This design comes from an exercise in tuning for small area and a short achievable clock period on the open sky130 flow, not from production work. The RTL was checked by simulation tests, not by an equivalence proof against the original design.

[constraint.sdc]
create_clock -name core_clock -period 55.0 [get_ports {clk}]
set_input_delay 11.0000 -clock core_clock [delete_from_list [all_inputs] [get_ports {clk}]]
set_output_delay 11.0000 -clock core_clock [all_outputs]
set_load 0.01 [all_outputs]
[design.v]
module MPCA_top (
    input              clk,
    input      [127:0] packets,
    input       [11:0] channel_load,
    input        [8:0] channel_capacity,
    input       [63:0] KEY,
    output reg  [15:0] grant_channel
);
reg [127:0] packets_r;
reg  [11:0] channel_load_r;
reg   [8:0] channel_capacity_r;
reg  [63:0] KEY_r;
wire [15:0] grant_channel_w;
always @(posedge clk) begin
    packets_r          <= packets;
    channel_load_r     <= channel_load;
    channel_capacity_r <= channel_capacity;
    KEY_r              <= KEY;
    grant_channel      <= grant_channel_w;
end
MPCA u_mpca (
    .packets          (packets_r),
    .channel_load     (channel_load_r),
    .channel_capacity (channel_capacity_r),
    .KEY              (KEY_r),
    .grant_channel    (grant_channel_w)
);
endmodule

module MPCA(
    input [127:0] packets,
    input  [11:0] channel_load,
    input   [8:0] channel_capacity,
    input  [63:0] KEY,
    output [15:0] grant_channel
);
integer i, j, p, c;
genvar r;
wire [15:0] k0 = KEY[15:0];
wire [15:0] k1, k2s, k3s;
add16 ka (.a({k0[6:0], k0[15:7]}), .b(KEY[31:16]), .cin(1'b0), .s(k1));
add16 kb (.a({k1[6:0], k1[15:7]}), .b(KEY[47:32]), .cin(1'b0), .s(k2s));
wire [15:0] k2 = k2s ^ 16'd1;
add16 kc (.a({k2[6:0], k2[15:7]}), .b(KEY[63:48]), .cin(1'b0), .s(k3s));
wire [15:0] k3 = k3s ^ 16'd2;
wire [15:0] w [0:7];
generate
    for (r = 0; r < 4; r = r + 1) begin : dec
        wire [15:0] x0 = packets[32*r +: 16];
        wire [15:0] y0 = packets[32*r+16 +: 16];
        wire [15:0] ty1 = y0 ^ x0;  wire [15:0] y1 = {ty1[1:0], ty1[15:2]};
        wire [15:0] tx1;  add16 s1 (.a(x0 ^ k3), .b(~y1), .cin(1'b1), .s(tx1));
        wire [15:0] x1 = {tx1[8:0], tx1[15:9]};
        wire [15:0] ty2 = y1 ^ x1;  wire [15:0] y2 = {ty2[1:0], ty2[15:2]};
        wire [15:0] tx2;  add16 s2 (.a(x1 ^ k2), .b(~y2), .cin(1'b1), .s(tx2));
        wire [15:0] x2 = {tx2[8:0], tx2[15:9]};
        wire [15:0] ty3 = y2 ^ x2;  wire [15:0] y3 = {ty3[1:0], ty3[15:2]};
        wire [15:0] tx3;  add16 s3 (.a(x2 ^ k1), .b(~y3), .cin(1'b1), .s(tx3));
        wire [15:0] x3 = {tx3[8:0], tx3[15:9]};
        wire [15:0] ty4 = y3 ^ x3;  wire [15:0] y4 = {ty4[1:0], ty4[15:2]};
        wire [15:0] tx4;  add16 s4 (.a(x3 ^ k0), .b(~y4), .cin(1'b1), .s(tx4));
        wire [15:0] x4 = {tx4[8:0], tx4[15:9]};
        assign w[2*r]   = x4;
        assign w[2*r+1] = y4;
    end
endgenerate
wire [7:0] rk [0:7];      
wire [4:0] base [0:7];    
wire [1:0] pref [0:7];
wire [7:0] valid;
generate
    for (r = 0; r < 8; r = r + 1) begin : fld
        wire m  = w[r][1];
        wire q0 = w[r][13], q1 = w[r][14];
        wire l0 = w[r][9], l1 = w[r][10], l2 = w[r][11], l3 = w[r][12];
        wire c0 = w[r][7], c1 = w[r][8];
        wire s0 = w[r][2], s1 = w[r][3], s2 = w[r][4];
        wire mc = m & c1;
    wire kk_t1 = ~l0 ^ ~c1 ^ ~c0;
    wire kk_t2 = (~l0 & ~c1) | (~l0 & ~c0) | (~c1 & ~c0);
    wire kk_t3 = q0 ^ ~l1 ^ ~c1;
    wire kk_t4 = (q0 & ~l1) | (q0 & ~c1) | (~l1 & ~c1);
    wire kk_t5 = q1 ^ ~l2 ^ ~(m & s2);
    wire kk_t6 = (q1 & ~l2) | (q1 & ~(m & s2)) | (~l2 & ~(m & s2));
    wire kk_t7 = kk_t2 ^ kk_t3 ^ s2;
    wire kk_t8 = (kk_t2 & kk_t3) | (kk_t2 & s2) | (kk_t3 & s2);
    wire kk_t9 = kk_t4 ^ kk_t5 ^ mc;
    wire kk_t10 = (kk_t4 & kk_t5) | (kk_t4 & mc) | (kk_t5 & mc);
    wire kk_t11 = kk_t6 ^ ~l3 ^ ~(m & q1);
    wire kk_t12 = (kk_t6 & ~l3) | (kk_t6 & ~(m & q1)) | (~l3 & ~(m & q1));
    wire kk_t13 = ~c0 & s0;
    wire kk_t14 = kk_t1 & s1;
    wire kk_t15 = kk_t7 & mc;
    wire kk_t16 = kk_t8 & kk_t9;
    wire kk_t17 = kk_t10 & kk_t11;
    wire kk_t18 = kk_t12 & m & l3;
    wire kk_t19 = 1'b0 & 1'b0;
    wire kk_t20 = ~c0 ^ s0;
    wire kk_t21 = kk_t1 ^ s1;
    wire kk_t22 = kk_t7 ^ mc;
    wire kk_t23 = kk_t8 ^ kk_t9;
    wire kk_t24 = kk_t10 ^ kk_t11;
    wire kk_t25 = kk_t12 ^ m & l3;
    wire kk_t26 = 1'b0 ^ 1'b0;
    wire kk_t27 = kk_t14 | (kk_t21 & kk_t13);
    wire kk_t28 = kk_t21 & kk_t20;
    wire kk_t29 = kk_t15 | (kk_t22 & kk_t14);
    wire kk_t30 = kk_t22 & kk_t21;
    wire kk_t31 = kk_t16 | (kk_t23 & kk_t15);
    wire kk_t32 = kk_t23 & kk_t22;
    wire kk_t33 = kk_t17 | (kk_t24 & kk_t16);
    wire kk_t34 = kk_t24 & kk_t23;
    wire kk_t35 = kk_t18 | (kk_t25 & kk_t17);
    wire kk_t36 = kk_t25 & kk_t24;
    wire kk_t37 = kk_t19 | (kk_t26 & kk_t18);
    wire kk_t38 = kk_t26 & kk_t25;
    wire kk_t39 = kk_t29 | (kk_t30 & kk_t13);
    wire kk_t40 = kk_t30 & kk_t20;
    wire kk_t41 = kk_t31 | (kk_t32 & kk_t27);
    wire kk_t42 = kk_t32 & kk_t28;
    wire kk_t43 = kk_t33 | (kk_t34 & kk_t29);
    wire kk_t44 = kk_t34 & kk_t30;
    wire kk_t45 = kk_t35 | (kk_t36 & kk_t31);
    wire kk_t46 = kk_t36 & kk_t32;
    wire kk_t47 = kk_t37 | (kk_t38 & kk_t33);
    wire kk_t48 = kk_t38 & kk_t34;
    wire kk_t49 = kk_t43 | (kk_t44 & kk_t13);
    wire kk_t50 = kk_t44 & kk_t20;
    wire kk_t51 = kk_t45 | (kk_t46 & kk_t27);
    wire kk_t52 = kk_t46 & kk_t28;
    wire kk_t53 = kk_t47 | (kk_t48 & kk_t39);
    wire kk_t54 = kk_t48 & kk_t40;
    wire kk_t55 = kk_t21 ^ kk_t13;
    wire kk_t56 = kk_t22 ^ kk_t27;
    wire kk_t57 = kk_t23 ^ kk_t39;
    wire kk_t58 = kk_t24 ^ kk_t41;
    wire kk_t59 = kk_t25 ^ kk_t49;
    wire kk_t60 = kk_t26 ^ kk_t51;
    wire [6:0] kk = {kk_t60, kk_t59, kk_t58, kk_t57, kk_t56, kk_t55, kk_t20};
        assign rk[r] = {w[r][15], kk};
    wire bb_t1 = kk[1] ^ w[r][6] ^ ~w[r][3];
    wire bb_t2 = (kk[1] & w[r][6]) | (kk[1] & ~w[r][3]) | (w[r][6] & ~w[r][3]);
    wire bb_t3 = bb_t2 ^ kk[2] ^ w[r][4];
    wire bb_t4 = (bb_t2 & kk[2]) | (bb_t2 & w[r][4]) | (kk[2] & w[r][4]);
    wire bb_t5 = w[r][5] & ~w[r][2];
    wire bb_t6 = bb_t1 & 1'b0;
    wire bb_t7 = bb_t3 & 1'b0;
    wire bb_t8 = bb_t4 & 1'b0;
    wire bb_t9 = 1'b0 & 1'b0;
    wire bb_t10 = w[r][5] ^ ~w[r][2];
    wire bb_t11 = bb_t1 ^ 1'b0;
    wire bb_t12 = bb_t3 ^ 1'b0;
    wire bb_t13 = bb_t4 ^ 1'b0;
    wire bb_t14 = 1'b0 ^ 1'b0;
    wire bb_t15 = bb_t6 | (bb_t11 & bb_t5);
    wire bb_t16 = bb_t11 & bb_t10;
    wire bb_t17 = bb_t7 | (bb_t12 & bb_t6);
    wire bb_t18 = bb_t12 & bb_t11;
    wire bb_t19 = bb_t8 | (bb_t13 & bb_t7);
    wire bb_t20 = bb_t13 & bb_t12;
    wire bb_t21 = bb_t9 | (bb_t14 & bb_t8);
    wire bb_t22 = bb_t14 & bb_t13;
    wire bb_t23 = bb_t17 | (bb_t18 & bb_t5);
    wire bb_t24 = bb_t18 & bb_t10;
    wire bb_t25 = bb_t19 | (bb_t20 & bb_t15);
    wire bb_t26 = bb_t20 & bb_t16;
    wire bb_t27 = bb_t21 | (bb_t22 & bb_t17);
    wire bb_t28 = bb_t22 & bb_t18;
    wire bb_t29 = bb_t27 | (bb_t28 & bb_t5);
    wire bb_t30 = bb_t28 & bb_t10;
    wire bb_t31 = bb_t11 ^ bb_t5;
    wire bb_t32 = bb_t12 ^ bb_t15;
    wire bb_t33 = bb_t13 ^ bb_t23;
    wire bb_t34 = bb_t14 ^ bb_t25;
    wire [4:0] bb = {bb_t34, bb_t33, bb_t32, bb_t31, bb_t10};
        assign base[r] = bb;
        assign pref[r] = w[r][6:5];
        assign valid[r] = w[r][15];
    end
endgenerate
function ge8;    
    input [7:0] a, b;
    integer n;
    reg t;
    begin
        t = 1'b1;
        for (n = 0; n < 8; n = n + 1) t = (a[n] & ~b[n]) | ((a[n] | ~b[n]) & t);
        ge8 = t;
    end
endfunction
function [1:0] fadd;
    input a, b, c;
    fadd = {(a & b) | (a & c) | (b & c), a ^ b ^ c};
endfunction
reg [63:0] bf;
always @(*) begin
    bf = 64'd0;
    for (i = 0; i < 8; i = i + 1)
        for (j = i + 1; j < 8; j = j + 1) begin
            bf[8*i+j] = ge8(rk[i], rk[j]);
            bf[8*j+i] = ~bf[8*i+j];
        end
end
wire [2:0] pos [0:7];
wire [63:0] sel;     
generate
    for (r = 0; r < 8; r = r + 1) begin : rnk
        wire [6:0] x;
        genvar t;
        for (t = 0; t < 7; t = t + 1) begin : cb
            assign x[t] = bf[8*(t < r ? t : t + 1) + r];
        end
        wire [1:0] a0 = fadd(x[0], x[1], x[2]);
        wire [1:0] a1 = fadd(x[3], x[4], x[5]);
        wire [1:0] a2 = fadd(a0[0], a1[0], x[6]);
        wire [1:0] a3 = fadd(a0[1], a1[1], a2[1]);
        assign pos[r] = {a3[1], a3[0], a2[0]};
        for (t = 0; t < 8; t = t + 1) begin : dc
            assign sel[8*t + r] = (pos[r] == t);
        end
    end
endgenerate
wire [1:0] v0 = fadd(valid[0], valid[1], valid[2]);
wire [1:0] v1 = fadd(valid[3], valid[4], valid[5]);
wire [1:0] v2 = fadd(valid[6], valid[7], v0[0]);
wire [1:0] v3 = fadd(v0[1], v1[1], v2[1]);
wire [1:0] v4 = fadd(v1[0], v2[0], 1'b0);
wire [1:0] v5 = fadd(v3[0], v4[1], 1'b0);
wire [1:0] v6 = fadd(v3[1], v5[1], 1'b0);
wire [3:0] nv = {v6[1], v6[0], v5[0], v4[0]};
reg       vs [0:7];
reg [1:0] ps [0:7];
always @(*) begin
    for (p = 0; p < 8; p = p + 1) begin
        vs[p] = (p == 0) ? |nv : (p < 4) ? (nv[3] | nv[2] | (p == 1 ? nv[1] : (p == 2 ? nv[1] & nv[0] : 1'b0))) :
                (p < 7) ? (nv[3] | (nv[2] & (p == 4 ? (nv[1] | nv[0]) : (p == 5 ? nv[1] : nv[1] & nv[0])))) : nv[3];
        ps[p] = 2'd0;
        for (i = 0; i < 8; i = i + 1)
            ps[p] = ps[p] | ({2{sel[8*p+i]}} & pref[i]);
    end
end
function [1:0] fa;   
    input [1:0] s;
    fa = {s[0], ~s[1] & ~s[0]};
endfunction
function [1:0] fb;   
    input [1:0] s;
    fb = {~s[1] & ~s[0], s[1]};
endfunction
wire [3:0] ld [0:2];
assign ld[0] = channel_load[3:0];
assign ld[1] = channel_load[7:4];
assign ld[2] = channel_load[11:8];
function cgt;    
    input [2:0] v;
    input integer k;
    case (k)
        0: cgt = |v;
        1: cgt = v[2] | v[1];
        2: cgt = v[2] | (v[1] & v[0]);
        3: cgt = v[2];
        4: cgt = v[2] & (v[1] | v[0]);
        5: cgt = v[2] & v[1];
        default: cgt = &v;
    endcase
endfunction
reg [6:0] T [0:2];       
reg [1:0] pv;            
reg [3:0] av;            
reg [1:0] g [0:7];       
reg [1:0] s;
reg       found;
always @(*) begin
    for (c = 0; c < 3; c = c + 1)
        for (j = 0; j < 7; j = j + 1)
            T[c][j] = cgt(channel_capacity[3*c +: 3], j);
    pv = 2'd3;
    for (p = 0; p < 8; p = p + 1) begin
        av = {1'b0, T[2][0], T[1][0], T[0][0]};
        s = (pv == 2'd3) ? ps[p] : pv;
        found = av[s] | av[fa(s)] | av[fb(s)];
        if (!vs[p])            g[p] = 2'd3;
        else if (av[ps[p]])    g[p] = ps[p];
        else if (av[s])        g[p] = s;
        else if (av[fa(s)])    g[p] = fa(s);
        else if (av[fb(s)])    g[p] = fb(s);
        else                   g[p] = 2'd3;
        if (vs[p] && !av[ps[p]]) pv = found ? fa(s) : fb(s);
        for (c = 0; c < 3; c = c + 1)
            if (g[p] == c) T[c] = {1'b0, T[c][6:1]};
    end
end
function [10:0] fw;    
    input [3:0] L;
    case (L)
        4'd0: fw = {1'b0, 10'h380};
        4'd1: fw = {1'b1, 10'h1c0};
        4'd2: fw = {1'b1, 10'h0e0};
        4'd3: fw = {1'b1, 10'h060};
        4'd4: fw = {1'b0, 10'h030};
        4'd5: fw = {1'b0, 10'h018};
        4'd6: fw = {1'b0, 10'h008};
        4'd7: fw = {1'b0, 10'h004};
        4'd8: fw = {1'b0, 10'h002};
        4'd9: fw = {1'b0, 10'h000};
        4'd10: fw = {1'b0, 10'h000};
        4'd11: fw = {1'b0, 10'h000};
        4'd12: fw = {1'b0, 10'h000};
        4'd13: fw = {1'b0, 10'h000};
        4'd14: fw = {1'b0, 10'h000};
        4'd15: fw = {1'b1, 10'h000};
    endcase
endfunction
reg [10:0] fwin [0:2];
reg [10:0] bm [0:7];     
reg [2:0] fl [0:7];      
always @(*) begin
    for (c = 0; c < 3; c = c + 1) fwin[c] = fw(ld[c]);
    for (i = 0; i < 8; i = i + 1) begin
        for (j = 0; j < 10; j = j + 1)
            bm[i][j] = (base[i] == j) | (base[i] == j + 10);
        bm[i][10] = base[i][4];
        for (c = 0; c < 3; c = c + 1)
            fl[i][c] = |(bm[i] & fwin[c]);
    end
end
function gt5;    
    input [4:0] a, b;
    integer n;
    reg t;
    begin
        t = 1'b0;
        for (n = 0; n < 5; n = n + 1) t = (a[n] & ~b[n]) | ((a[n] | ~b[n]) & t);
        gt5 = t;
    end
endfunction
reg [4:0] nw [0:2];      
reg [7:0] eqc;
reg [1:0] a0, a1, a2, a3, a4, a5, a6;
reg [3:0] cnt;
reg [1:0] M;
reg       g10, g01, g21, g12, g20, g02;
reg       alleq;
reg [1:0] gr [0:7];      
reg [7:0] el [0:2];      
reg [7:0] cr [0:2];      
reg       hs [0:2];
reg [7:0] isc;
reg       mv;
reg [1:0] dest;
reg [1:0] c1, c2;
reg       cy;
reg [15:0] gc;
always @(*) begin
    for (i = 0; i < 8; i = i + 1) begin
        gr[i] = 2'd0;
        for (p = 0; p < 8; p = p + 1)
            gr[i] = gr[i] | ({2{sel[8*p+i]}} & g[p]);
    end
    for (c = 0; c < 3; c = c + 1) begin
        for (p = 0; p < 8; p = p + 1) eqc[p] = (g[p] == c);
        a0 = fadd(eqc[0], eqc[1], eqc[2]);
        a1 = fadd(eqc[3], eqc[4], eqc[5]);
        a2 = fadd(eqc[6], eqc[7], a0[0]);
        a3 = fadd(a0[1], a1[1], a2[1]);
        a4 = fadd(a1[0], a2[0], 1'b0);
        a5 = fadd(a3[0], a4[1], 1'b0);
        a6 = fadd(a3[1], a5[1], 1'b0);
        cnt = {a6[1], a6[0], a5[0], a4[0]};
        cy = 1'b0;
        for (j = 0; j < 4; j = j + 1) begin
            {cy, nw[c][j]} = fadd(ld[c][j], cnt[j], cy);
        end
        nw[c][4] = cy;
        for (i = 0; i < 8; i = i + 1) el[c][i] = (gr[i] == c) & ~fl[i][c];
        for (i = 0; i < 8; i = i + 1) begin
            cr[c][i] = el[c][i];
            for (j = 0; j < 8; j = j + 1)
                if (j != i) cr[c][i] = cr[c][i] & (~el[c][j] | bf[8*j+i]);
        end
        hs[c] = |el[c];
    end
    g10 = gt5(nw[1], nw[0]); g01 = gt5(nw[0], nw[1]);
    g21 = gt5(nw[2], nw[1]); g12 = gt5(nw[1], nw[2]);
    g20 = gt5(nw[2], nw[0]); g02 = gt5(nw[0], nw[2]);
    M = (g10 ? g21 : g20) ? 2'd2 : {1'b0, g10};
    alleq = ~g10 & ~g01 & ~g21 & ~g12;
    isc = cr[M];
    mv = hs[M] & ~alleq;
    c1 = fa(M); c2 = fb(M);
    if      (T[c1][0] && !(nw[c1][4] | &nw[c1][3:0])) dest = c1;
    else if (T[c2][0] && !(nw[c2][4] | &nw[c2][3:0])) dest = c2;
    else                                              dest = 2'd3;
    for (i = 0; i < 8; i = i + 1)
        gc[2*i +: 2] = (mv & isc[i]) ? dest : gr[i];
end
assign grant_channel = gc;
endmodule
module add16(input [15:0] a, input [15:0] b, input cin, output [15:0] s);
wire [15:0] p = a ^ b;
wire [15:0] g0;
assign g0[0] = (a[0] & b[0]) | (p[0] & cin);
assign g0[15:1] = a[15:1] & b[15:1];
wire [15:0] t0 = p;
wire g1_1 = g0[1] | (t0[1] & g0[0]);
wire g1_3 = g0[3] | (t0[3] & g0[2]);
wire t1_3 = t0[3] & t0[2];
wire g1_5 = g0[5] | (t0[5] & g0[4]);
wire t1_5 = t0[5] & t0[4];
wire g1_7 = g0[7] | (t0[7] & g0[6]);
wire t1_7 = t0[7] & t0[6];
wire g1_9 = g0[9] | (t0[9] & g0[8]);
wire t1_9 = t0[9] & t0[8];
wire g1_11 = g0[11] | (t0[11] & g0[10]);
wire t1_11 = t0[11] & t0[10];
wire g1_13 = g0[13] | (t0[13] & g0[12]);
wire t1_13 = t0[13] & t0[12];
wire g1_15 = g0[15] | (t0[15] & g0[14]);
wire t1_15 = t0[15] & t0[14];
wire g2_3 = g1_3 | (t1_3 & g1_1);
wire g2_7 = g1_7 | (t1_7 & g1_5);
wire t2_7 = t1_7 & t1_5;
wire g2_11 = g1_11 | (t1_11 & g1_9);
wire t2_11 = t1_11 & t1_9;
wire g2_15 = g1_15 | (t1_15 & g1_13);
wire t2_15 = t1_15 & t1_13;
wire g3_7 = g2_7 | (t2_7 & g2_3);
wire g3_15 = g2_15 | (t2_15 & g2_11);
wire t3_15 = t2_15 & t2_11;
wire g4_15 = g3_15 | (t3_15 & g3_7);
wire g5_11 = g2_11 | (t2_11 & g3_7);
wire g6_5 = g1_5 | (t1_5 & g2_3);
wire g6_9 = g1_9 | (t1_9 & g3_7);
wire g6_13 = g1_13 | (t1_13 & g5_11);
wire g7_2 = g0[2] | (t0[2] & g1_1);
wire g7_4 = g0[4] | (t0[4] & g2_3);
wire g7_6 = g0[6] | (t0[6] & g6_5);
wire g7_8 = g0[8] | (t0[8] & g3_7);
wire g7_10 = g0[10] | (t0[10] & g6_9);
wire g7_12 = g0[12] | (t0[12] & g5_11);
wire g7_14 = g0[14] | (t0[14] & g6_13);
assign s[0] = p[0] ^ cin;
assign s[1] = p[1] ^ g0[0];
assign s[2] = p[2] ^ g1_1;
assign s[3] = p[3] ^ g7_2;
assign s[4] = p[4] ^ g2_3;
assign s[5] = p[5] ^ g7_4;
assign s[6] = p[6] ^ g6_5;
assign s[7] = p[7] ^ g7_6;
assign s[8] = p[8] ^ g3_7;
assign s[9] = p[9] ^ g7_8;
assign s[10] = p[10] ^ g6_9;
assign s[11] = p[11] ^ g7_10;
assign s[12] = p[12] ^ g5_11;
assign s[13] = p[13] ^ g7_12;
assign s[14] = p[14] ^ g6_13;
assign s[15] = p[15] ^ g7_14;
endmodule
[standard.sh]
#!/bin/bash
# synth_recipe.tcl (not shown) runs the flow's synth.tcl, then flattens the netlist and writes it again
# the make line also repeats each setting of config.mk as NAME=value (left out here)
make -C /OpenROAD-flow-scripts/flow DESIGN_CONFIG=/design/flow/config.mk WORK_HOME=/design/flow/orfs CLKGATE_MAP_FILE= SYNTH_SCRIPT=/design/flow/synth_recipe.tcl "${@:-finish}"
[flow/run.sh]
#!/bin/bash
# The standard layout (standard.sh) with two changes to how it is made:
# - synthesis maps no full/half adder cells (ADDER_MAP_FILE empty), so ABC
#   maps all of the arbiter's logic itself, seeing whole paths; registers,
#   flattening and names are as in the standard synthesis;
# - every input and output port is still buffered, with the smallest buffer
#   (sky130_fd_sc_hd__buf_1) instead of the resizer's pick.
# The clock, the SDC and all other settings are left as they are.
set -euo pipefail
export ADDER_MAP_FILE=
export BUFFER_PORTS_ARGS="-buffer_cell sky130_fd_sc_hd__buf_1"
bash standard.sh > standard_flow.log 2>&1
[config.mk]
export PLATFORM = sky130hd
export DESIGN_NAME = MPCA_top
export DESIGN_NICKNAME = MPCA_top
export VERILOG_FILES = /design/flow/design.v
export SDC_FILE = /design/flow/constraint.sdc
export NUM_CORES = 4
export LEC_CHECK = 0
export ABC_AREA = 1
export CAP_MARGIN = 20
export CORE_MARGIN = 2
export CORE_UTILIZATION = 40
export SLEW_MARGIN = 20
==> results.sh, run 1 <==
export IMPL_end_kind="flip-flop"
export IMPL_synth_compound_area_share_pct=10.6
export IMPL_hold_ws_ps=1170
export IMPL_globalplace_congestion=1.08
export IMPL_cts_sinks=259
export IMPL_synth_nets=8816
export IMPL_final_common_cell="nand2_1"
export IMPL_dpl_instance_area_um2=50100
export IMPL_htreeDepth=1
export IMPL_syn_area_um2=47300
export IMPL_layout_common_cells="nand2_1 (3014), nand3_1 (1113), inv_1 (1033)"
export IMPL_timing_final_crit_period_ps=27570
export IMPL_fin_util_pct=43.4
export IMPL_drcViolationCount=0
export IMPL_crit_type="flip-flop to flip-flop"
export IMPL_synthAdderAreaFrac_pct=0.0477
export IMPL_hold_buffers=0
export IMPL_synth_top_family_by_area="simple AND/OR/NAND/NOR gates"
export IMPL_clk_latency_ps=620
export IMPL_cp_data_required_time_ps=55500
export IMPL_final_cells=10434
export IMPL_skew_ps=24.8
export IMPL_dpl_hpwl_mm=201
export IMPL_post_cts_buffers=0
export IMPL_syn_avg_cell_area_um2=5.49
export IMPL_synth_xor_area_share_pct=10.0
export IMPL_rows=126
export IMPL_core_um2=118000
export IMPL_antenna_found_initial=5
export IMPL_io_pins=230
export IMPL_fin_area_um2=51100
export IMPL_area_delta_synth_final_pct=8.11
export IMPL_routed_via_density=5.47
export IMPL_clk_pin_slew_ps=70
export IMPL_synth_simple_area_share_pct=57.1
export IMPL_wl_per_cell_um=22.0
export IMPL_die_width_um=348
export IMPL_finalNetCount=9085
export IMPL_wl_mm=230
export IMPL_port_buffers=229
export IMPL_finalCritPeriodShare_pct=50.1
export IMPL_grt_pass1_wl_mm=331
export IMPL_yosysSeqAreaShare_pct=11.0
export IMPL_grt_max_degree=27
export IMPL_drtIter0Drc=5329
export IMPL_max_freq_ghz=0.0363
export IMPL_finalSetupViolations=0
export IMPL_maxCapViolations=0
export IMPL_slew_viol_final=0
export IMPL_grt_overflow=0
export IMPL_crit_slowest_cell="xor2_1"
export IMPL_ys_types=95
export IMPL_ys_async_sr_fraction_pct=0
export IMPL_cp_arrival_ps=28060
export IMPL_firstDrtPassIters=9
export IMPL_synth_seq_cells=259
export IMPL_place_ws_ps=27900
export IMPL_cts_max_path_buffers=3
export IMPL_vias=57046
export IMPL_cp_start_kind="flip-flop"
export IMPL_status="complete, no violations"
export IMPL_cts_resized=0
export IMPL_ys_warnings_count=14
export IMPL_timing_final_hold_violations=0
export IMPL_max_slew_margin_rel_pct=11.5
export IMPL_synthFlopType="dfxtp_1"
export IMPL_synth_edf_count=0
export IMPL_ant_nets=0
export IMPL_cts_root_buf="clkbuf_16"
export IMPL_crit_top_cell="nand2_1"
export IMPL_max_slew_worst_pin_slew_ps=1320
export IMPL_postSynthCellCount=8602
export IMPL_min_path_type="flip-flop to flip-flop"
export IMPL_synth_area_mux_share_pct=0.109
export IMPL_start_util_pct=40.2
export IMPL_numCtsBuffers=29
export IMPL_die_y_um=348
export IMPL_die_area_um2=121000
export IMPL_worst_slack_ps=27430
export IMPL_dpl_cell_count=10376
export IMPL_first_global_vias=52535
export IMPL_grtUsageTotal_pct=36.5
export IMPL_cts_tree="done"
export IMPL_finalSetupTns_ps=0
export IMPL_grt_setup_unrepaired="no"
export IMPL_layout_drive_gt1_share_pct=12.8
export IMPL_critical_path_max_fanout=26
export IMPL_critical_path_max_stage_delay_ps=920
synth_stat cells (all sizes together), types with 10 or more instances:
cell type	instances	area, um^2
buf	27	307
dfxtp	259	5180
a21boi	23	184
a31oi	18	119
a221oi	48	420
clkinv	29	123
nand2	3495	14900
nor3	33	170
inv	1223	4680
nand3	1245	6970
o22ai	133	832
a21oi	146	843
xor2	375	3350
nand3b	68	533
nor2	654	2780
a2111oi	22	193
a22oi	19	143
xnor2	147	1310
o2111ai	26	234
and2	10	66.3
or2	138	873
nor4	24	165
o21ai	269	1400
nand4	71	527
o221ai	28	245
critical path: cells and delay by family, from the launching register on:
kind / cells / cell delay, ps
buffers and inverters: 16 / 2000
AO/OA/AOI/OAI: 7 / 1610
flip-flops: 1 / 780
XOR/XNOR: 3 / 1890
AND/OR/NAND/NOR: 168 / 21030
state kept, by name, indices dropped and copies added, names as in the netlist:
register            cells
channel_capacity_r      9
KEY_r                  64
u_mpca.fwin            30
grant_channel          16
channel_load_r         12
packets_r             128
final cells by class:
cell class	count	area, um^2
Tap cell	1536	1920
Antenna cell	4	10.0
Clock buffer	37	776
Clock inverter	17	218
Timing Repair Buffer	272	1180
Sequential cell	259	5180
Fill cell	13015	66500
Inverter	1258	4900
Multi-Input combinational cell	7051	36900
path summary, 6_finish.rpt:
path	start	to	slack, ps	cells after the start
setup / recovery	KEY_r[8]	grant_channel[11]	27430	194
hold / removal	channel_load_r[11]	grant_channel[3]	1170	10
setup reg to reg	KEY_r[8]	grant_channel[11]	27430	194
hold reg to reg	channel_load_r[11]	grant_channel[3]	1170	10
metal layers:
| metal | track usage (%) | part of all wire [%] |
|---|---|---|
| met5 | 0 | 0 |
| met4 | 35.4 | 12 |
| met3 | 4.61 | 6.1 |
| met2 | 62.8 | 46 |
| met1 | 38.4 | 36 |
kinds of logic after synthesis:
kind of cell	count (synthesis)
AND/OR/NAND/NOR	5743
AO/OA/AOI/OAI	776
flip-flops	259
buffers and inverters	1292
XOR/XNOR	525
adder cells (fa/ha/maj)	2
multiplexers	5
==> run 2: changes to the inputs <==
==> flow/run.sh (replaced) <==
#!/bin/bash
# The standard layout (standard.sh) with three changes to how it is made:
# - synthesis maps no full/half adder cells (ADDER_MAP_FILE empty), so ABC
#   maps all of the arbiter's logic itself, seeing whole paths; registers,
#   flattening and names are as in the standard synthesis;
# - every input and output port is still buffered, with the smallest buffer
#   (sky130_fd_sc_hd__buf_1) instead of the resizer's pick;
# - the resizer's setup repair aims at a shorter period than the clock's:
#   SETUP_SLACK_MARGIN asks repair_timing for that much positive slack.
# The clock, the SDC and all other settings are left as they are.
set -euo pipefail
export ADDER_MAP_FILE=
export BUFFER_PORTS_ARGS="-buffer_cell sky130_fd_sc_hd__buf_1"
export SETUP_SLACK_MARGIN=33
export TNS_END_PERCENT=5
bash standard.sh > standard_flow.log 2>&1
==> run 2 against run 1 <==
Against the previous run:
- final cell count increased by 3.6%
- clock skew up 2.1 ps
- still clean on timing, DRC and antenna
- critical endpoint is now grant_channel[7]
- first-iteration DRC count is 2.7% lower
- flip-flop and latch count is the same
- die area unchanged
- global-route usage grew 1.1 points
- critical path depth decreased by 22
- clock-buffer cell count is the same
- hold slack lost 6.5 ps
- setup slack better by 4900 ps
- final area grew 18%
==> results.sh, run 2 <==
export IMPL_finalCritPeriodShare_pct=41.3
export IMPL_rows=126
export IMPL_area_delta_synth_final_pct=27.9
export IMPL_start_util_pct=40.2
export IMPL_dpl_hpwl_mm=201
export IMPL_grt_overflow=0
export IMPL_finalSetupTns_ps=0
export IMPL_routed_via_density=5.52
export IMPL_crit_top_cell="nand2_1"
export IMPL_synth_most_common_cell="nand2_1"
export IMPL_grt_setup_unrepaired="yes"
export IMPL_layout_drive_gt1_share_pct=26.4
export IMPL_crit_slowest_cell="nor4_1"
export IMPL_drcViolationCount=0
export IMPL_die_y_um=348
export IMPL_synth_edf_count=0
export IMPL_skew_ps=26.9
export IMPL_clk_pin_slew_ps=80
export IMPL_die_width_um=348
export IMPL_antenna_found_initial=5
export IMPL_synthFlopType="dfxtp_1"
export IMPL_timing_final_hold_violations=0
export IMPL_max_freq_ghz=0.0441
export IMPL_maxCapViolations=0
export IMPL_finalSetupViolations=0
export IMPL_synth_top_area_cell="nand2_1"
export IMPL_min_path_type="flip-flop to flip-flop"
export IMPL_grt_pass1_wl_mm=342
export IMPL_clk_latency_ps=630
export IMPL_synth_top_area_share_pct=23.9
export IMPL_cp_data_required_time_ps=55500
export IMPL_final_common_cell="nand2_1"
export IMPL_port_buffers=229
export IMPL_ys_async_sr_fraction_pct=0
export IMPL_grtUsageTotal_pct=37.6
export IMPL_layout_common_cells="nand2_1 (2587), inv_1 (1005), nand3_1 (850)"
export IMPL_hold_buffers=0
export IMPL_max_slew_worst_pin_slew_ps=1250
export IMPL_synth_seq_cells=259
export IMPL_netlist_top_cells_area="nand2_1 (24%), nand3_1 (12%), dfxtp_1 (11%), inv_1 (8.2%), xor2_1 (6.8%)"
export IMPL_cts_sinks=259
export IMPL_synth_nets=8816
export IMPL_finalNetCount=9458
export IMPL_max_slew_margin_rel_pct=16.5
export IMPL_largest_register_ffs=128
export IMPL_seq_area_um2=5220
export IMPL_wl_per_cell_um=22.2
export IMPL_cts_tree="done"
export IMPL_syn_avg_cell_area_um2=5.49
export IMPL_final_fill_count=12304
export IMPL_multi_input_area_um2=43000
export IMPL_drtIter0Drc=5185
export IMPL_io_pins=230
export IMPL_globalplace_congestion=1.08
export IMPL_first_global_vias=55097
export IMPL_firstDrtPassIters=8
export IMPL_ys_warnings_count=14
export IMPL_yosysSeqAreaShare_pct=11.0
export IMPL_top_register="packets_r"
export IMPL_numCtsBuffers=29
export IMPL_syn_area_um2=47300
export IMPL_postSynthCellCount=8602
export IMPL_slew_viol_final=0
export IMPL_die_area_um2=121000
export IMPL_cp_arrival_ps=23200
export IMPL_critical_path_max_stage_delay_ps=690
export IMPL_ant_nets=0
export IMPL_ys_types=95
export IMPL_grt_max_degree=18
export IMPL_crit_type="flip-flop to flip-flop"
export IMPL_critical_path_max_fanout=8
export IMPL_cts_max_path_buffers=3
export IMPL_wl_mm=240
export IMPL_vias=59686
export IMPL_cts_root_buf="clkbuf_16"
export IMPL_end_kind="flip-flop"
export IMPL_hold_ws_ps=1170
export IMPL_core_um2=118000
export IMPL_status="complete, no violations"
export IMPL_cp_start_kind="flip-flop"
export IMPL_htreeDepth=1
export IMPL_timing_final_crit_period_ps=22700
export IMPL_synth_commonest_cells="nand2_1 (3014), nand3_1 (1113), inv_1 (1033)"
-- run 2: cell count changes in the layout (fill, tap and decap cells not counted), sizes merged --
cell / before / now
buf: 272 / 640
inv: 1228 / 1222
clkinvlp: 2 / 7
nand2: 3495 / 3499
clkinv: 35 / 36
nor2: 654 / 655
-- run 2: cell families (layout without fill, tap and decap cells) --
group | count (synthesis) | in the layout | synth area share [%]
AOI/OAI and AO/OA | 776 | 776 | 10.6
and+or+nand+nor | 5743 | 5748 | 57.1
other | 0 | 4 | 0
adders and majority gates | 2 | 2 | 0.0477
xor gates and xnor gates | 525 | 525 | 10.0
muxes | 5 | 5 | 0.109
DFF | 259 | 259 | 11.0
buffers and inverters | 1292 | 1952 | 11.1
-- run 2: metrics by stage --
step | util, % | area, um^2 | cells | setup slack [ps]
floorplan | - | 47300 | 8602 | 36150
global placement | 42.6 | 50100 | 10376 | 28050
global route | 51.4 | 60400 | 10806 | 30940
finish | 51.4 | 60400 | 10807 | 32300
CTS | 47.9 | 56300 | 10646 | 32650
detailed placement | 42.6 | 50100 | 10376 | 27900
-- run 2: path summary, 6_finish.rpt --
kind | start | end | slack (ps) | depth (start not counted)
max reg2reg | KEY_r[11] | grant_channel[7] | 32300 | 172
min | channel_load_r[11] | grant_channel[5] | 1170 | 10
max | KEY_r[11] | grant_channel[7] | 32300 | 172
min reg2reg | channel_load_r[11] | grant_channel[5] | 1170 | 10
-- run 2: layout make-up --
class	count	area share [%]
Multi-Input combinational cell	7056	71.1
Clock buffer	37	1.28
Tap cell	1536	3.18
Sequential cell	259	8.63
Clock inverter	17	0.360
Timing Repair Buffer	640	7.04
Inverter	1258	8.34
Antenna cell	4	0.0166
-- run 2: critical path, delay by kind of cell, from the launching register on --
family	cells	cell delay, ps
AND/OR/NAND/NOR	140	16480
AO/OA/AOI/OAI	7	1970
XOR/XNOR	1	150
buffers and inverters	24	3540
flip-flops	1	310
-- run 2: metal layers --
layer	GRT usage [%]	part of all wire, %	vias to the layer above
met2	64.3	46	2753
met4	38.0	13	0
met3	5.51	6.5	982
met1	38.8	35	27143
met5	0	0	-
li1	-	-	28808
-- run 2: what timing repair did --
item                       4_1_cts  5_1_grt
pin swaps                      238      324
gates cloned                     4        1
setup endpoints to repair       16       16
buffers inserted               212      156
gates resized for setup        769      688
==> run 3: changes to the inputs <==
==> flow/run.sh (replaced) <==
#!/bin/bash
# The standard layout (standard.sh) with these changes to how it is made:
# - synthesis maps no full/half adder cells (ADDER_MAP_FILE empty), so ABC
#   maps all of the arbiter's logic itself, seeing whole paths; registers,
#   flattening and names are as in the standard synthesis;
# - every input and output port is still buffered, with the smallest buffer
#   (sky130_fd_sc_hd__buf_1) instead of the resizer's pick;
set -euo pipefail
export ADDER_MAP_FILE=
export BUFFER_PORTS_ARGS="-buffer_cell sky130_fd_sc_hd__buf_1"
export TNS_END_PERCENT=5
SETUP_SLACK_MARGIN=31.5 bash standard.sh cts > standard_to_cts.log 2>&1
SETUP_SLACK_MARGIN=30.5 bash standard.sh > standard_finish.log 2>&1
==> run 3 against run 2 <==
Against the previous run:
- final cell count fell by 1.6%
- still clean on timing, DRC and antenna
- flip-flop and latch count did not move
- critical path type unchanged
==> results.sh, run 3 <==
export IMPL_critical_path_max_stage_delay_ps=790
export IMPL_ant_nets=0
export IMPL_cp_arrival_ps=23850
export IMPL_hold_depth=10
export IMPL_largest_register_ffs=128
export IMPL_final_fill_count=12619
export IMPL_r2r_slack_ps=31650
export IMPL_io_pins=230
export IMPL_r2r_start="KEY_r[11]"
export IMPL_grt_overflow=0
export IMPL_synthFlopType="dfxtp_1"
export IMPL_end_kind="flip-flop"
export IMPL_layout_common_cells="nand2_1 (2761), inv_1 (1014), nand3_1 (946)"
export IMPL_use_met3_pct=4.91
export IMPL_use_met2_pct=62.8
export IMPL_multi_input_area_um2=40800
export IMPL_die_width_um=348
export IMPL_slew_viol_final=0
export IMPL_min_path_type="flip-flop to flip-flop"
export IMPL_area_delta_synth_final_pct=20.0
export IMPL_finalNetCount=9290
export IMPL_synth_top_area_share_pct=23.9
export IMPL_crit_top_cell="nand2_2"
export IMPL_port_buffers=229
export IMPL_fin_util_pct=48.2
export IMPL_core_um2=118000
export IMPL_postSynthCellCount=8602
export IMPL_cp_start_kind="flip-flop"
export IMPL_finalCritPeriodShare_pct=42.5
export IMPL_firstDrtPassIters=9
export IMPL_ys_async_sr_fraction_pct=0
export IMPL_crit_type="flip-flop to flip-flop"
export IMPL_antenna_found_initial=5
export IMPL_ys_types=95
export IMPL_clk_latency_ps=620
export IMPL_hold_ws_ps=1180
export IMPL_synth_commonest_cells="nand2_1 (3014), nand3_1 (1113), inv_1 (1033)"
export IMPL_synth_edf_count=0
export IMPL_crit_slowest_cell="o21ai_0"
export IMPL_wl_per_cell_um=22.1
export IMPL_cts_max_path_buffers=3
export IMPL_synth_most_common_cell="nand2_1"
export IMPL_finalSetupTns_ps=0
export IMPL_worst_slack_ps=31650
export IMPL_grtUsageTotal_pct=36.8
export IMPL_netlist_top_cells_area="nand2_1 (24%), nand3_1 (12%), dfxtp_1 (11%), inv_1 (8.2%), xor2_1 (6.8%)"
export IMPL_whs_endpoint="grant_channel[3]"
export IMPL_synth_nets=8816
export IMPL_grt_max_degree=18
export IMPL_gr_usage_met1_pct=38.5
export IMPL_finalSetupViolations=0
export IMPL_hold_start="channel_load_r[11]"
export IMPL_max_freq_ghz=0.0428
export IMPL_layout_drive_gt1_share_pct=21.3
export IMPL_status="complete, no violations"
export IMPL_die_area_um2=121000
export IMPL_syn_area_um2=47300
export IMPL_max_slew_worst_pin_slew_ps=1220
export IMPL_cp_data_required_time_ps=55500
export IMPL_place_ws_ps=27900
export IMPL_reg2reg_depth=182
export IMPL_critical_path_max_fanout=9
export IMPL_fin_area_um2=56700
export IMPL_rows=126
export IMPL_grt_pass1_wl_mm=334
export IMPL_drcViolationCount=0
export IMPL_maxCapViolations=0
export IMPL_cts_tree="done"
export IMPL_die_y_um=348
export IMPL_start_util_pct=40.2
export IMPL_grt_busiest_layer="met2"
export IMPL_skew_ps=22.6
export IMPL_cts_sinks=259
export IMPL_final_common_cell="nand2_1"
export IMPL_final_cells=10639
export IMPL_top_register="packets_r"
export IMPL_dpl_instance_area_um2=50100
export IMPL_first_global_vias=53152
export IMPL_seq_area_um2=5210
export IMPL_ys_warnings_count=14
export IMPL_rr_endpoint="grant_channel[7]"
export IMPL_syn_avg_cell_area_um2=5.49
export IMPL_timing_final_crit_period_ps=23350
export IMPL_grt_setup_unrepaired="yes"
export IMPL_numCtsBuffers=29
export IMPL_timing_final_hold_violations=0
export IMPL_wl_mm=235
export IMPL_htreeDepth=1
export IMPL_dpl_hpwl_mm=201
export IMPL_vias=58499
export IMPL_synth_seq_cells=259
export IMPL_dpl_cell_count=10376
export IMPL_drtIter0Drc=5146
export IMPL_max_slew_margin_rel_pct=18.2
export IMPL_routed_via_density=5.50
export IMPL_globalplace_congestion=1.08
export IMPL_yosysSeqAreaShare_pct=11.0
export IMPL_clk_pin_slew_ps=80
export IMPL_synth_top_area_cell="nand2_1"
export IMPL_cts_root_buf="clkbuf_16"
run 3: logic make-up after synthesis:
family,Yosys count,synth area share [%]
compound gates,776,10.6
xor+xnor,525,10.0
fa+ha+maj,2,0.0477
buf+inv,1292,11.1
flops,259,11.0
mux,5,0.109
simple gates,5743,57.1
run 3: layout make-up:
| cell class | instances | share of cell area, % |
|---|---|---|
| antenna | 4 | 0.0176 |
| clock buffer | 37 | 1.37 |
| clock inverter | 17 | 0.384 |
| inverter | 1258 | 8.80 |
| multi-input combinational | 7054 | 71.9 |
| sequential | 259 | 9.19 |
| tap | 1536 | 3.39 |
| timing repair buffer | 474 | 5.00 |
run 3: critical path: cells and delay by family (launching register included):
kind	cells	cell delay, ps
AO/OA/AOI/OAI	8	1870
flip-flops	1	300
XOR/XNOR	2	1150
AND/OR/NAND/NOR	149	16980
buffers and inverters	23	2800
run 3: how the worst max path moves through the flow:
stage | to | slack [ps] | startpoint | cells past startpoint
CTS | grant_channel[4] | 31500 | KEY_r[11] | 216
finish | grant_channel[7] | 31650 | KEY_r[11] | 182
global route | grant_channel[4] | 30200 | KEY_r[11] | 217
floorplan | grant_channel[13] | 36150 | KEY_r[11] | 215
global placement | grant_channel[4] | 28050 | KEY_r[8] | 191
detailed placement | grant_channel[4] | 27900 | KEY_r[8] | 194
run 3: timing repair:
| item | CTS | global route |
|---|---|---|
| buffers inserted | 30 | 172 |
| endpoints found under the setup margin | 16 | 16 |
| pin swaps | 29 | 218 |
| hold buffers | 0 | 0 |
| resized for setup | 240 | 684 |
| cloned | 3 | 0 |
run 3: routing by layer:
layer  vias up  wire (um)
li1      28483          -
met1     26495      82900
met2      2591     108000
met3       930      14300
met4         0      29800
met5         -          0
==> run 4: changes to the inputs <==
--- a/config.mk
+++ b/config.mk
@@ -8,5 +8,6 @@
 export ABC_AREA = 1
 export CAP_MARGIN = 20
 export CORE_MARGIN = 2
-export CORE_UTILIZATION = 40
+export CORE_UTILIZATION = 50
+export PLACE_DENSITY = 0.68
 export SLEW_MARGIN = 20
==> run 4 against run 3 <==
Against the previous run:
- highest routed layer is now met5
- die area is 20% lower
- still clean on timing, DRC and antenna
- clock skew rose by 6.4 ps
- final cell count fell by 3.8%
- clock-buffer cell count is 3 lower
- synthesized cell count unchanged
- maximum frequency shrank 1.1%
- setup slack got worse by 260 ps
==> results.sh, run 4 <==
export IMPL_area_delta_synth_final_pct=13.1
export IMPL_ys_async_sr_fraction_pct=0
export IMPL_critical_path_max_stage_delay_ps=900
export IMPL_die_width_um=311
export IMPL_final_common_cell="nand2_1"
export IMPL_dpl_instance_area_um2=49600
export IMPL_postSynthCellCount=8602
export IMPL_slew_viol_final=0
export IMPL_synth_top_area_share_pct=23.9
export IMPL_cts_max_path_buffers=3
export IMPL_wl_per_cell_um=21.3
export IMPL_globalplace_congestion=1.09
export IMPL_port_buffers=229
export IMPL_netlist_top_cells_area="nand2_1 (24%), nand3_1 (12%), dfxtp_1 (11%), inv_1 (8.2%), xor2_1 (6.8%)"
export IMPL_vias=58913
export IMPL_dpl_hpwl_mm=184
export IMPL_largest_register_ffs=128
export IMPL_firstDrtPassIters=10
export IMPL_first_global_vias=52780
export IMPL_syn_avg_cell_area_um2=5.49
export IMPL_timing_final_crit_period_ps=23620
export IMPL_critical_path_max_fanout=12
export IMPL_synth_seq_cells=259
export IMPL_timing_final_hold_violations=0
export IMPL_layout_common_cells="nand2_1 (2893), nand3_1 (1044), inv_1 (1026)"
export IMPL_cts_sinks=259
export IMPL_synth_edf_count=0
export IMPL_maxCapViolations=0
export IMPL_cts_tree="done"
export IMPL_grt_pass1_wl_mm=316
export IMPL_ant_nets=0
export IMPL_final_fill_count=9630
export IMPL_syn_area_um2=47300
export IMPL_clk_latency_ps=650
export IMPL_top_register="packets_r"
export IMPL_min_path_type="flip-flop to flip-flop"
export IMPL_wl_mm=218
export IMPL_max_slew_margin_rel_pct=15.6
export IMPL_cp_data_required_time_ps=55510
export IMPL_cpLargestDelayFamily="simple AND/OR/NAND/NOR gates"
export IMPL_finalCritPeriodShare_pct=42.9
export IMPL_antenna_found_initial=12
export IMPL_cp_start_kind="flip-flop"
export IMPL_numCtsBuffers=27
export IMPL_drtIter0Drc=5467
export IMPL_status="complete, no violations"
export IMPL_max_slew_worst_pin_slew_ps=1260
export IMPL_cp_arrival_ps=24130
export IMPL_synth_nets=8816
export IMPL_core_um2=93500
export IMPL_finalNetCount=9172
export IMPL_io_pins=230
export IMPL_synth_most_common_cell="nand2_1"
export IMPL_crit_top_cell="nand2_1"
export IMPL_routed_via_density=5.75
export IMPL_synthFlopType="dfxtp_1"
export IMPL_die_area_um2=97000
export IMPL_ys_warnings_count=14
export IMPL_end_kind="flip-flop"
export IMPL_finalSetupTns_ps=0
export IMPL_crit_buf_inv=24
export IMPL_synth_commonest_cells="nand2_1 (3014), nand3_1 (1113), inv_1 (1033)"
export IMPL_htreeDepth=1
export IMPL_start_util_pct=50.6
export IMPL_drcViolationCount=0
export IMPL_yosysSeqAreaShare_pct=11.0
export IMPL_finalSetupViolations=0
export IMPL_crit_slowest_cell="nor3_1"
export IMPL_grt_max_degree=22
export IMPL_skew_ps=28.9
export IMPL_rows=112
export IMPL_fin_area_um2=53500
export IMPL_die_y_um=311
export IMPL_synth_top_area_cell="nand2_1"
export IMPL_grt_overflow=0
export IMPL_ys_types=95
export IMPL_grtUsageTotal_pct=42.6
export IMPL_layout_drive_gt1_share_pct=17.0
export IMPL_cts_root_buf="clkbuf_16"
export IMPL_crit_type="flip-flop to flip-flop"
export IMPL_grt_setup_unrepaired="yes"
export IMPL_clk_pin_slew_ps=60
export IMPL_max_freq_ghz=0.0423
[run 4: cell count changes in the layout (fill, tap and decap cells not counted), sizes merged, moves of 3 or more]
| cell | before | now |
|---|---|---|
| clkbuf | 37 | 34 |
| diode | 4 | 10 |
| clkinv | 35 | 31 |
| inv | 1223 | 1226 |
| buf | 474 | 358 |
| bufinv | 10 | 7 |
[run 4: final timing paths]
kind	startpoint	to	slack, ps	depth (start not counted)
max	KEY_r[7]	grant_channel[3]	31380	172
max reg2reg	KEY_r[7]	grant_channel[3]	31380	172
min reg2reg	channel_load_r[11]	grant_channel[8]	1260	8
min	channel_load_r[11]	grant_channel[8]	1260	8
[run 4: routing by layer]
layer,part of all wire [%],vias up,global-route usage [%]
li1,-,28309,-
met2,45,3233,71.2
met1,35,26296,44.8
met4,12,6,41.7
met3,8.1,1069,7.58
met5,0.021,-,0
[run 4: area by class of cell]
class	count	area, um^2	share of cell area (%)
flip-flops and latches	259	5200	9.73
clock buffers	34	722	1.35
inverters	1258	4950	9.27
multi-input cells	7054	39000	73.0
diodes	10	25.0	0.0468
clock inverters	12	116	0.218
repair buffers	358	1860	3.47
well taps	1254	1570	2.93
[run 4: worst reg2reg max path: cells and delay by family, from the launching register on]
kind	cells	cell delay, ps
flip-flops	1	390
AO/OA/AOI/OAI	15	3090
XOR/XNOR	3	930
AND/OR/NAND/NOR	130	16140
buffers and inverters	24	2920
[run 4: stage by stage]
stage | utilization (%) | setup WS [ps] | cells | hold WS, ps
finish | 57.2 | 31380 | 10239 | 1260
floorplan | - | 36150 | 8602 | 939
global route | 57.2 | 29890 | 10233 | 1300
detailed placement | 53.1 | 28850 | 10084 | 1250
CTS | 54.8 | 31500 | 10146 | 1240
global placement | 53.1 | 29020 | 10084 | 1220
[run 4: kinds of logic after synthesis]
logic type               synth area share (%)
multiplexers                            0.109
AND/OR/NAND/NOR                          57.1
flip-flops                               11.0
XOR/XNOR                                 10.0
adder cells (fa/ha/maj)                0.0477
buffers and inverters                    11.1
AO/OA/AOI/OAI                            10.6
[run 4: timing repair]
item | in CTS | in global routing
pin swaps | 13 | 84
endpoints found under the setup margin | 16 | 16
buffers inserted | 14 | 82
cloned | 2 | 1
gates resized for setup | 145 | 355
hold buffers | 0 | 0
==> run 5: changes to the inputs <==
--- a/design.v
+++ b/design.v
@@ -229,14 +229,14 @@
 wire [1:0] v6 = fadd(v3[1], v5[1], 1'b0);
 wire [3:0] nv = {v6[1], v6[0], v5[0], v4[0]};
 reg       vs [0:7];
-reg [1:0] ps [0:7];
+reg [2:0] pp [0:7];      
 always @(*) begin
     for (p = 0; p < 8; p = p + 1) begin
         vs[p] = (p == 0) ? |nv : (p < 4) ? (nv[3] | nv[2] | (p == 1 ? nv[1] : (p == 2 ? nv[1] & nv[0] : 1'b0))) :
                 (p < 7) ? (nv[3] | (nv[2] & (p == 4 ? (nv[1] | nv[0]) : (p == 5 ? nv[1] : nv[1] & nv[0])))) : nv[3];
-        ps[p] = 2'd0;
+        pp[p] = 3'd0;
         for (i = 0; i < 8; i = i + 1)
-            ps[p] = ps[p] | ({2{sel[8*p+i]}} & pref[i]);
+            pp[p] = pp[p] | ({3{sel[8*p+i]}} & {pref[i] == 2'd2, pref[i] == 2'd1, pref[i] == 2'd0});
     end
 end
 function [1:0] fa;   
@@ -265,29 +265,31 @@
     endcase
 endfunction
 reg [6:0] T [0:2];       
-reg [1:0] pv;            
-reg [3:0] av;            
-reg [1:0] g [0:7];       
-reg [1:0] s;
-reg       found;
+reg [3:0] pv;            
+reg [3:0] P;             
+reg [3:0] S;             
+reg [2:0] A;             
+reg [2:0] F;             
+reg [2:0] G [0:7];       
+reg       hit, fbk;
 always @(*) begin
     for (c = 0; c < 3; c = c + 1)
         for (j = 0; j < 7; j = j + 1)
             T[c][j] = cgt(channel_capacity[3*c +: 3], j);
-    pv = 2'd3;
+    pv = 4'b1000;
     for (p = 0; p < 8; p = p + 1) begin
-        av = {1'b0, T[2][0], T[1][0], T[0][0]};
-        s = (pv == 2'd3) ? ps[p] : pv;
-        found = av[s] | av[fa(s)] | av[fb(s)];
-        if (!vs[p])            g[p] = 2'd3;
-        else if (av[ps[p]])    g[p] = ps[p];
-        else if (av[s])        g[p] = s;
-        else if (av[fa(s)])    g[p] = fa(s);
-        else if (av[fb(s)])    g[p] = fb(s);
-        else                   g[p] = 2'd3;
-        if (vs[p] && !av[ps[p]]) pv = found ? fa(s) : fb(s);
+        A = {T[2][0], T[1][0], T[0][0]};
+        P = {~|pp[p], pp[p]};
+        S = pv[3] ? P : pv;
+        hit = |(P[2:0] & A);
+        F[0] = A[0] & (S[0] | (S[2] & ~A[2]) | (S[1] & ~A[1] & ~A[2]));
+        F[1] = A[1] & (S[1] | (S[0] & ~A[0]) | (S[2] & ~A[2] & ~A[0]) | (S[3] & ~A[2]));
+        F[2] = A[2] & (S[2] | (S[1] & ~A[1]) | (S[0] & ~A[0] & ~A[1]) | S[3]);
+        fbk = vs[p] & ~hit;
+        G[p] = vs[p] ? (hit ? (P[2:0] & A) : F) : 3'b000;
+        if (fbk) pv = (|F) ? {1'b0, S[1] | S[3], S[0], S[2]} : {1'b0, S[0], S[2] | S[3], S[1]};
         for (c = 0; c < 3; c = c + 1)
-            if (g[p] == c) T[c] = {1'b0, T[c][6:1]};
+            if (G[p][c]) T[c] = {1'b0, T[c][6:1]};
     end
 end
 function [10:0] fw;    
@@ -341,7 +343,7 @@
 reg [1:0] M;
 reg       g10, g01, g21, g12, g20, g02;
 reg       alleq;
-reg [1:0] gr [0:7];      
+reg [2:0] gr [0:7];      
 reg [7:0] el [0:2];      
 reg [7:0] cr [0:2];      
 reg       hs [0:2];
@@ -353,12 +355,12 @@
 reg [15:0] gc;
 always @(*) begin
     for (i = 0; i < 8; i = i + 1) begin
-        gr[i] = 2'd0;
+        gr[i] = 3'd0;
         for (p = 0; p < 8; p = p + 1)
-            gr[i] = gr[i] | ({2{sel[8*p+i]}} & g[p]);
+            gr[i] = gr[i] | ({3{sel[8*p+i]}} & G[p]);
     end
     for (c = 0; c < 3; c = c + 1) begin
-        for (p = 0; p < 8; p = p + 1) eqc[p] = (g[p] == c);
+        for (p = 0; p < 8; p = p + 1) eqc[p] = G[p][c];
         a0 = fadd(eqc[0], eqc[1], eqc[2]);
         a1 = fadd(eqc[3], eqc[4], eqc[5]);
         a2 = fadd(eqc[6], eqc[7], a0[0]);
@@ -372,7 +374,7 @@
             {cy, nw[c][j]} = fadd(ld[c][j], cnt[j], cy);
         end
         nw[c][4] = cy;
-        for (i = 0; i < 8; i = i + 1) el[c][i] = (gr[i] == c) & ~fl[i][c];
+        for (i = 0; i < 8; i = i + 1) el[c][i] = gr[i][c] & ~fl[i][c];
         for (i = 0; i < 8; i = i + 1) begin
             cr[c][i] = el[c][i];
             for (j = 0; j < 8; j = j + 1)
@@ -392,7 +394,7 @@
     else if (T[c2][0] && !(nw[c2][4] | &nw[c2][3:0])) dest = c2;
     else                                              dest = 2'd3;
     for (i = 0; i < 8; i = i + 1)
-        gc[2*i +: 2] = (mv & isc[i]) ? dest : gr[i];
+        gc[2*i +: 2] = (mv & isc[i]) ? dest : {~gr[i][0] & ~gr[i][1], ~gr[i][0] & ~gr[i][2]};
 end
 assign grant_channel = gc;
 endmodule
--- a/config.mk
+++ b/config.mk
@@ -8,6 +8,5 @@
 export ABC_AREA = 1
 export CAP_MARGIN = 20
 export CORE_MARGIN = 2
-export CORE_UTILIZATION = 50
-export PLACE_DENSITY = 0.68
+export CORE_UTILIZATION = 40
 export SLEW_MARGIN = 20
==> run 5 against run 4 <==
Against the previous run:
- still clean on timing, DRC and antenna
- global-route usage shrank 6.4 points
- first-iteration DRC count grew 24%
- final cell count grew 2.1%
- sequential share of layout area grew 0.37 points
- core utilization shrank 13 points
- register-to-register slack gained 1000 ps
- critical path depth shrank 6
- clock skew grew 32 ps
- flip-flop and latch count is the same
- clock-buffer cell count grew 1
- critical endpoint is now grant_channel[14]
- largest cell class unchanged
- highest routed layer is now met4
==> results.sh, run 5 <==
export IMPL_rr_endpoint="grant_channel[14]"
export IMPL_syn_avg_cell_area_um2=5.48
export IMPL_layout_common_cells="nand2_1 (3044), inv_1 (1046), nand3_1 (989)"
export IMPL_globalplace_congestion=1.02
export IMPL_max_slew_margin_rel_pct=19.3
export IMPL_crit_top_cell="nand2_1"
export IMPL_finalSetupViolations=0
export IMPL_end_kind="flip-flop"
export IMPL_maxCapViolations=0
export IMPL_crit_slowest_cell="o221ai_1"
export IMPL_timing_final_hold_violations=0
export IMPL_cts_root_buf="clkbuf_16"
export IMPL_synth_most_common_cell="nand2_1"
export IMPL_seq_area_um2=5200
export IMPL_min_path_type="flip-flop to flip-flop"
export IMPL_grtUsageTotal_pct=36.2
export IMPL_cp_start_kind="flip-flop"
export IMPL_whs_endpoint="grant_channel[0]"
export IMPL_max_slew_worst_pin_slew_ps=1200
export IMPL_cts_max_path_buffers=3
export IMPL_drtIter0Drc=6768
export IMPL_slew_viol_final=0
export IMPL_yosysSeqAreaShare_pct=11.0
export IMPL_top_register="packets_r"
export IMPL_dpl_cell_count=10378
export IMPL_synth_top_area_cell="nand2_1"
export IMPL_cts_tree="done"
export IMPL_postSynthCellCount=8614
export IMPL_critical_path_max_stage_delay_ps=830
export IMPL_hold_depth=8
export IMPL_htreeDepth=1
export IMPL_grt_max_degree=24
export IMPL_wl_mm=228
export IMPL_drcViolationCount=0
export IMPL_area_delta_synth_final_pct=8.94
export IMPL_max_freq_ghz=0.0443
export IMPL_final_fill_count=13106
export IMPL_ys_types=90
export IMPL_synth_edf_count=0
export IMPL_grt_overflow=0
export IMPL_firstDrtPassIters=8
export IMPL_vias=57784
export IMPL_ys_warnings_count=14
export IMPL_clk_pin_slew_ps=70
export IMPL_cp_arrival_ps=23140
export IMPL_finalCritPeriodShare_pct=41.1
export IMPL_finalNetCount=9110
export IMPL_routed_via_density=5.53
export IMPL_timing_final_crit_period_ps=22580
export IMPL_ys_async_sr_fraction_pct=0
export IMPL_core_um2=118000
export IMPL_multi_input_area_um2=37000
export IMPL_die_width_um=348
export IMPL_numCtsBuffers=28
export IMPL_first_global_vias=51051
export IMPL_crit_type="flip-flop to flip-flop"
export IMPL_synth_top_area_share_pct=24.3
export IMPL_status="complete, no violations"
export IMPL_io_pins=230
export IMPL_wl_per_cell_um=21.9
export IMPL_die_area_um2=121000
export IMPL_synth_nets=8828
export IMPL_synth_commonest_cells="nand2_1 (3063), inv_1 (1047), nand3_1 (995)"
export IMPL_final_cells=10455
export IMPL_netlist_top_cells_area="nand2_1 (24%), dfxtp_1 (11%), nand3_1 (11%), inv_1 (8.3%), xor2_1 (6.7%)"
export IMPL_reg2reg_depth=166
export IMPL_grt_setup_unrepaired="no"
export IMPL_port_buffers=229
export IMPL_layout_drive_gt1_share_pct=13.3
export IMPL_synth_seq_cells=259
export IMPL_r2r_start="KEY_r[12]"
export IMPL_largest_register_ffs=128
export IMPL_dpl_hpwl_mm=196
export IMPL_cts_sinks=259
export IMPL_final_common_cell="nand2_1"
export IMPL_die_y_um=348
export IMPL_antenna_found_initial=1
export IMPL_syn_area_um2=47200
export IMPL_synthFlopType="dfxtp_1"
export IMPL_rows=126
export IMPL_finalSetupTns_ps=0
export IMPL_clk_latency_ps=670
export IMPL_hold_start="channel_load_r[7]"
export IMPL_ant_nets=0
export IMPL_cp_data_required_time_ps=55560
export IMPL_r2r_slack_ps=32420
export IMPL_skew_ps=60.8
export IMPL_critical_path_max_fanout=20
export IMPL_start_util_pct=40.2
export IMPL_grt_pass1_wl_mm=330
==> run 5: worst max-delay path by stage <==
stage               slack [ps]       from                end
detailed placement       31510  KEY_r[14]   grant_channel[4]
global route             30460  KEY_r[10]   grant_channel[5]
CTS                      31630  KEY_r[14]   grant_channel[4]
finish                   32420  KEY_r[12]  grant_channel[14]
global placement         31740  KEY_r[14]  grant_channel[10]
floorplan                37500  KEY_r[12]   grant_channel[0]
==> run 5: cell families after synthesis <==
group	Yosys count	share of synthesized area, %
multiplexers	1	0.0238
XOR/XNOR	517	9.87
AO/OA/AOI/OAI	860	12.1
adder cells (fa/ha/maj)	1	0.0212
flip-flops	259	11.0
buffers and inverters	1331	11.3
AND/OR/NAND/NOR	5645	55.7
==> run 5: per-layer routing <==
layer,share of wire [%],vias up,track usage [%]
met5,0,-,0
met4,4.6,0,14.0
met3,9.1,445,5.34
met2,41,2647,54.2
met1,45,26495,51.8
li1,-,28197,-
==> run 5: final cells by class <==
type,instances,share of cell area (%)
well taps,1536,3.73
flip-flops and latches,259,10.1
multi-input cells,7024,71.9
clock inverters,15,0.357
clock buffers,35,1.51
repair buffers,294,2.62
diodes,3,0.0146
inverters,1289,9.72
==> run 5: timing repair <==
action | in CTS | in global routing
setup endpoints to repair | 16 | 16
resized for setup | 1 | 79
pin swaps | 0 | 12
buffers inserted | 0 | 24
hold buffers | 0 | 0
==> run 5: worst max-delay path: cells and delay by family (launching register included) <==
kind                   cells  cell delay, ps
AO/OA/AOI/OAI             18            4810
buffers and inverters     16            1680
AND/OR/NAND/NOR          128           14030
flip-flops                 1             520
XOR/XNOR                   4            1330
==> run 5: through the flow <==
step	util, %	area, um^2	setup slack, ps	hold WS, ps
after floorplan	-	47200	37500	914
after global placement	42.5	50000	31740	1150
after detailed placement	42.5	50000	31510	1160
after CTS	43.3	50900	31630	1170
after global routing	43.7	51500	30460	1260
final	43.8	51500	32420	1210

what the ideal ports hide:
In the flow no input, the clock included, has a driving cell. The finished layouts below were timed again as built, in two steps.
Step 1, drivers: a clkbuf_16 drives clk and a buf_2 each remaining input, both assumed.
Step 2 moves the port delays by t, midway between the first and last clock arrival at a register: inputs arrive t later, outputs are due t later. That takes back most of the time a late clock gives input paths.
Slacks: no drivers / after step 1 / after step 2; pairs: no drivers / after step 1.
run	t (ns)	setup WS [ns]	hold slack, ns	slew at the worst register clock pin (ns)	cell pins on the clock port's net
run 1	0.691	27.434 / 27.434 / 27.434	1.172 / 1.172 / 1.172	0.08 / 0.08	1
run 2	0.695	32.300 / 32.300 / 32.300	1.165 / 1.165 / 1.165	0.08 / 0.08	1
run 3	0.693	31.645 / 31.645 / 31.645	1.181 / 1.181 / 1.181	0.08 / 0.08	1
run 4	0.712	31.381 / 31.381 / 31.381	1.256 / 1.256 / 1.256	0.08 / 0.08	1
run 5	0.711	32.420 / 32.420 / 32.420	1.209 / 1.209 / 1.209	0.07 / 0.07	1
After both steps every run listed still meets setup and hold.
